Context: an optimization exercise on an open-source flow, tuned for small area. The choices shown serve that exercise and are no tape-out recipe.
Only simulation tests tie the RTL to the original design; equivalence was not proved.
Power and IR drop assume default switching activity.

==> flow/design.v <==
`timescale 1ns / 1ps
module ClockDivider(
input in_clk,
input reset,
input[4:0] clk_period,
output reg out_clk,
output out_rise
    );
	reg[4:0] count;
	wire next_out = (count >= (clk_period - 1'b1)/2) ? 1'b1 : 1'b0;
	assign out_rise = next_out & ~out_clk;
	always @ (posedge in_clk) begin
		if (reset) begin
			count <= 0;
			out_clk <= 0;
		end
		else begin
			if (count == clk_period - 1'b1)
				count <= 0;
			else
				count <= count + 1'b1;
			out_clk <= next_out;
		end
	end
endmodule
`timescale 1ns / 1ps
module Debounce(
    input clk,
    input PB,   
    output PB_down   
);
reg PB_state;
reg PB_sync_0;  always @(posedge clk) PB_sync_0 <= PB;  
reg PB_sync_1;  always @(posedge clk) PB_sync_1 <= PB_sync_0;
reg [5:0] PB_cnt;
wire PB_idle = (PB_state==PB_sync_1);
wire PB_cnt_max = &PB_cnt;	 
always @(posedge clk)
if(PB_idle)
    PB_cnt <= 0;   
else
begin
    PB_cnt <= PB_cnt + 6'd1;   
    if(PB_cnt_max) PB_state <= ~PB_state;   
end
assign PB_down = ~PB_idle & PB_cnt_max & ~PB_state;
endmodule
`timescale 1ns / 1ps
module binary_to_segment(
input[3:0] bin,
output reg[6:0] seven  
    );
	always @(bin) begin
		case (bin)
		4'b0000: seven = 7'b1000000;
		4'b0001: seven = 7'b1111001;
		4'b0010: seven = 7'b0100100;
		4'b0011: seven = 7'b0110000;
		4'b0100: seven = 7'b0011001;
		4'b0101: seven = 7'b0010010;
		4'b0110: seven = 7'b0000010;
		4'b0111: seven = 7'b1111000;
		4'b1000: seven = 7'b0000000;
		4'b1001: seven = 7'b0010000;
		4'b1010: seven = 7'b0001000;
		4'b1011: seven = 7'b0000000;
		4'b1100: seven = 7'b1000110;
		4'b1101: seven = 7'b1000000;
		4'b1110: seven = 7'b0000110;
		default: seven = 7'b0001110;
		endcase
	end
endmodule
`timescale 1ns / 1ps
module seven_alternate(
input clk,
input en,
input reset,
input[15:0] big_bin,
output reg[3:0] small_bin,
output reg[3:0] AN
    );
	reg[1:0] count;
	always @ (*) begin
		case (count)
			2'b00: begin
				AN = 4'b1110;
				small_bin = big_bin[3:0];
				end
			2'b01: begin
				AN = 4'b1101;
				small_bin = big_bin[7:4];
				end
			2'b10: begin
				AN = 4'b1011;
				small_bin = big_bin[11:8];
				end
			default: begin
				AN = 4'b0111;
				small_bin = big_bin[15:12];
				end
			endcase
	end
	always @ (posedge clk) begin
		if (reset) begin
			count <= 0;
		end
		else if (en)
			count <= count + 1'b1;
	end
endmodule
`timescale 1ns / 1ps
module KitchenTimer(
input clk, reset, minbtn, secbtn, pause, start, count_up, zippy,
input[5:0] timesetter,
output reg zled,
output [6:0] seven,
output [3:0] AN);
	parameter maxcount = 3600;
	reg[1:0] state;
	reg[11:0] totalseconds;
	reg[10:0] rawcount;
	parameter slow_period = 11'd2000;
	parameter fast_period = 11'd400;
	parameter khz_period =  5'd20;
	reg fast_flag, slow_flag;
	wire clean_reset, clean_minbtn, clean_secbtn, clean_pause, clean_start;
	wire khz_clk, khz_rise;
	ClockDivider CDK(clk, clean_reset, khz_period, khz_clk, khz_rise);
	Debounce DBRST(clk, reset, clean_reset);
	Debounce DBMIN(clk, minbtn, clean_minbtn);
	Debounce DBSEC(clk, secbtn, clean_secbtn);
	Debounce DBPAUSE(clk, pause, clean_pause);
	Debounce DBSTART(clk, start, clean_start);
	reg[15:0] allseconds_bin;
	wire[3:0] current_bin;
	seven_alternate SA(clk, khz_rise, clean_reset, allseconds_bin, current_bin, AN);
	binary_to_segment SEG(current_bin, seven);
	always @ (*) begin
		allseconds_bin[3:0] = (totalseconds % 60) % 10;
		allseconds_bin[7:4] = (totalseconds % 60) / 10;
		allseconds_bin[11:8] = (totalseconds / 60) % 10;
		allseconds_bin[15:12] = (totalseconds / 60) / 10;
		slow_flag = (rawcount % slow_period == slow_period - 1'b1) ? 1 : 0;
		fast_flag = (rawcount % fast_period == fast_period - 1'b1) ? 1 : 0;
	end
	always @ (posedge clk) begin
		if (clean_reset) begin
			zled <= 1'b0;
			totalseconds <= 12'b000000000000;
			rawcount <= 0;
			state <= 2'b00;
		end
		else begin
			case (state)
			2'b00:
				if (clean_start)
					state <= 2'b01;
				else begin
					if (clean_minbtn) begin
						totalseconds <= (totalseconds % 60) + 60 * timesetter;
					end
					if (clean_secbtn) begin
						totalseconds <= totalseconds - (totalseconds % 60) + timesetter;
					end
				end
			2'b01:
				if (clean_pause)
					state <= 2'b10;
				else begin
					if (rawcount == slow_period - 1'b1)
						rawcount <= 0;
					else
						rawcount <= rawcount + 1'b1;
					if (~count_up && totalseconds == 0) begin
						zled <= 1'b1;
						state <= 2'b11;
					end
					else begin
						if (count_up == 1'b1 && totalseconds >= maxcount) begin
							totalseconds <= 12'b000000000000;
						end
						else
							totalseconds <= totalseconds + (((zippy&&fast_flag) || ((~zippy)&&slow_flag))? 1 : 0)*(2 * count_up - 1'b1);
					end
				end
			2'b10:
				if (clean_pause)
					state <= 2'b01;
			default:
				if (count_up) begin
					totalseconds <= 12'b000000000001;
					zled <= 1'b0;
					state <= 2'b01;
				end
			endcase
		end
	end
endmodule
==> flow/run.sh <==
#!/bin/bash
# synth_recipe.tcl (not shown) runs the flow's synth.tcl, then flattens the netlist and writes it again
# the make line also repeats each setting of config.mk as NAME=value (left out here)
make -C /OpenROAD-flow-scripts/flow DESIGN_CONFIG=/design/flow/config.mk WORK_HOME=/design/flow/orfs CLKGATE_MAP_FILE= SYNTH_SCRIPT=/design/flow/synth_recipe.tcl finish
==> flow/config.mk <==
export PLATFORM = sky130hd
export DESIGN_NAME = KitchenTimer
export DESIGN_NICKNAME = KitchenTimer
export VERILOG_FILES = /design/flow/design.v
export SDC_FILE = /design/flow/constraint.sdc
export NUM_CORES = 4
export LEC_CHECK = 0
export CAP_MARGIN = 20
export CORE_MARGIN = 2
export CORE_UTILIZATION = 40
export SLEW_MARGIN = 20
==> flow/constraint.sdc <==
create_clock -name core_clock -period 12.0 [get_ports {clk}]
set_input_delay 2.4000 -clock core_clock [delete_from_list [all_inputs] [get_ports {clk}]]
set_output_delay 2.4000 -clock core_clock [all_outputs]
set_load 0.01 [all_outputs]
==> results.tsv <==
metric	value	unit
status	finished clean	
routed vias/inst	5.86	
Hold WS	0.326	ns
Worst-path clk slew	0.06	ns
Worst EP arrival	8.85	ns
first-pass GRT wire length	39.6	mm
CP peak stage delay	0.57	ns
DRC errors left	0	
worst skew pair latency	0.35	ns
first-pass iteration count of the detailed router	7	
post-synth cell types	105	
initial core utilization	0.404	
Site Rows	55	
proportion of layout cells with a drive suffix above 1	0.0906	
die width	154	um
r2r startpoint	totalseconds[8]	
I/O pin count	26	
Slew headroom	0.384	
Num CTS Buffers	9	
top-count cell post-synth	nor2_1	
CTS tree	done	
final hold viol count	0	
CTS root buffer	clkbuf_16	
DPL Wire Length	18.4	mm
most common library cells after synthesis	129 x nor2_1, 84 x a21oi_1, 78 x nand2_1	
routability cong.	0.931	
Worst Tran Pin Value	0.920	ns
Setup crit end kind	output pin	
gr usage total	0.200	
RSZ-0062 raised after global routing	false	
Max VDD drop	0.000306	V
H-tree levels	3	
final-report max-slew violation count	0	
Crit Path Max Fanout	18	
synthesized area	9050	um^2
fmax	88.9	MHz
antenna fix cells	0	
P_leak	0.00403	uW
Warnings, synthesis	5	
vias	8651	
final setup violation count	0	
initial DRC count	864	
post-synthesis sequential area ratio	0.180	
Tcrit/Tclk final	0.937	
layout filler cell count	2301	
final worst path period need	11.25	ns
Crit-path slowest cell	clkdlybuf4s50_1	
area of the core	22400	um^2
total overflow reported by the global router	0	
CTS sink cnt	79	
input/output buffers	25	
#FFs+latches synth	79	
number of routed nets with antenna violations	0	
hold_sp	DBSTART.PB_sync_0	
hold endpoint	DBSTART.PB_sync_1	
Primary FF master, synth	dfxtp_1	
WHS Path Cells	0	
WP data required	9.60	ns
synth top area cells	dfxtp_1 16%, ha_1 11%, nor2_1 5.3%	
critical path type	register to output pin	
cell taking the most area after synthesis	dfxtp_1	
EDFF count, synth	5	
ys async rst share	0	
HP Class	register to register	
CP most frequent cell	buf_4	
Worst R2R End	totalseconds[11]	
Wirelength per Cell	16.2	um
setup_tns	0	ns
drt total wl	23.9	mm
largest net degree at the start of global routing	25	
top cell type's share of synthesized area	0.164	
Layout area overhead	10.2	%
initial antenna violation count	0	
skew final	0.00676	ns
PD cells	308	nW/um^2
DIE AREA	23900	um^2
r2r setup slk	4.24	ns
Syn Nets	1285	
Max Cap Viol	0	
Startpoint Class	register	
Max clock buf depth	2	
post-synthesis cell count	1180	
die height	154	um
r2r worst-path depth	35	
nets@finish	1292	
Synth Area per Inst	7.67	um^2
vias in the first global route	7902	
==> sequential cells by signal (all words and copies together) (netlist names), 2 cells and up <==
signal,cells
rawcount,11
totalseconds,12
DBRST.PB_cnt,6
DBSEC.PB_cnt,6
state,2
DBPAUSE.PB_cnt,6
SA.count,2
DBMIN.PB_cnt,6
DBSTART.PB_cnt,6
CDK.count,5
==> stage by stage <==
step	worst slack (ns)	util	power (uW)	area (um^2)	instances
final	0.752	0.445	3070	9980	1477
after global placement	1.04	0.427	2710	9580	1458
after global routing	0.0158	0.445	3350	9980	1477
after floorplan	2.38	-	2090	9050	1180
after detailed placement	0.899	0.427	2710	9580	1458
after CTS	0.477	0.442	3040	9920	1474
==> critical path: cells and delay by family (launching register included) <==
family	cells	cell delay (ns)
adders and majority gates	3	0.75
muxes	2	0.37
DFF	1	0.31
AOI/OAI and AO/OA	18	4.44
buffers and inverters	7	1.47
and+or+nand+nor	5	1.11
==> layout by cell type (no fill, tap or decap), types with 19 or more instances in the layout <==
master and instances:
buf_4 23, a21o_1 27, nand3_1 46, a211oi_1 19, dfxtp_1 74, o21ai_0 50
nor3_1 40, nand2_1 78, xor2_1 31, inv_1 66, clkdlybuf4s50_1 25, ha_1 75
nor2_1 129, xnor2_1 47, a21oi_1 84
==> per-layer routing <==
metal / global-route usage / routed length (um) / vias up
li1: - / - / 4342
met1: 0.285 / 11500 / 4030
met2: 0.313 / 10500 / 236
met3: 0.0261 / 1370 / 43
met4: 0.0631 / 552 / 0
met5: 0 / 0 / -
==> worst max-delay path by stage <==
stage	startpoint	to	cells after the start
final	totalseconds[8]	seven[1]	35
after global routing	totalseconds[8]	seven[1]	34
after detailed placement	totalseconds[8]	seven[1]	34
after global placement	totalseconds[8]	seven[3]	35
after CTS	totalseconds[8]	seven[1]	34
after floorplan	totalseconds[10]	seven[1]	31
==> area by class of cell <==
type | count | area, um^2 | share of cell area
timing repair buffer | 48 | 423 | 0.0424
sequential | 79 | 1630 | 0.164
clock buffer | 9 | 225 | 0.0226
multi-input combinational | 980 | 6960 | 0.698
tap | 285 | 357 | 0.0357
inverter | 69 | 264 | 0.0265
clock inverter | 7 | 114 | 0.0114
==> power breakdown <==
part | switching, uW | total [uW] | internal (uW)
sequential | 61.3 | 371 | 310
combinational | 1360 | 2390 | 1030
clock | 120 | 307 | 187
==> cell families after synthesis <==
| kind of cell | Yosys count | synth area share |
|---|---|---|
| AOI/OAI and AO/OA | 363 | 0.291 |
| xor gates and xnor gates | 78 | 0.0755 |
| adders and majority gates | 91 | 0.138 |
| buffers and inverters | 121 | 0.0553 |
| DFF | 79 | 0.180 |
| muxes | 27 | 0.0319 |
| other | 2 | 0.000829 |
| and+or+nand+nor | 419 | 0.227 |
==> what timing repair did <==
item,4_1_cts,5_1_grt
hold endpoints to repair,0,0
setup endpoints to repair,0,7
buffers inserted,0,3
hold buffers,0,0
gates resized for setup,0,5

port drivers added, routing unchanged:
The results above use ideal ports. As a check the final layout listed here was re-extracted and re-timed, cells and wires unchanged. Step 1: set_driving_cell puts a clkbuf_16 on clk and a buf_2 on each other input, an assumption about the parent block. Step 2 adds t to the input delays and takes it off the output delays; t is the mean of the earliest and latest rising clock arrival at the registers after step 1. Input paths then give back, and output paths get back, about the clock's delay inside the block. Three values: ideal, step 1, step 2; two values: the first two.
shift t [ns]: 0.383
setup WS [ns]: 0.752 / 0.716 / 1.098
worst register clock-pin slew, ns: 0.07 / 0.07
worst data-port slew with drivers (ns): 0.03
After both steps setup and hold are still met in this run. The setup slack of this run moves by -0.036 ns with the drivers and by +0.346 ns with both steps.
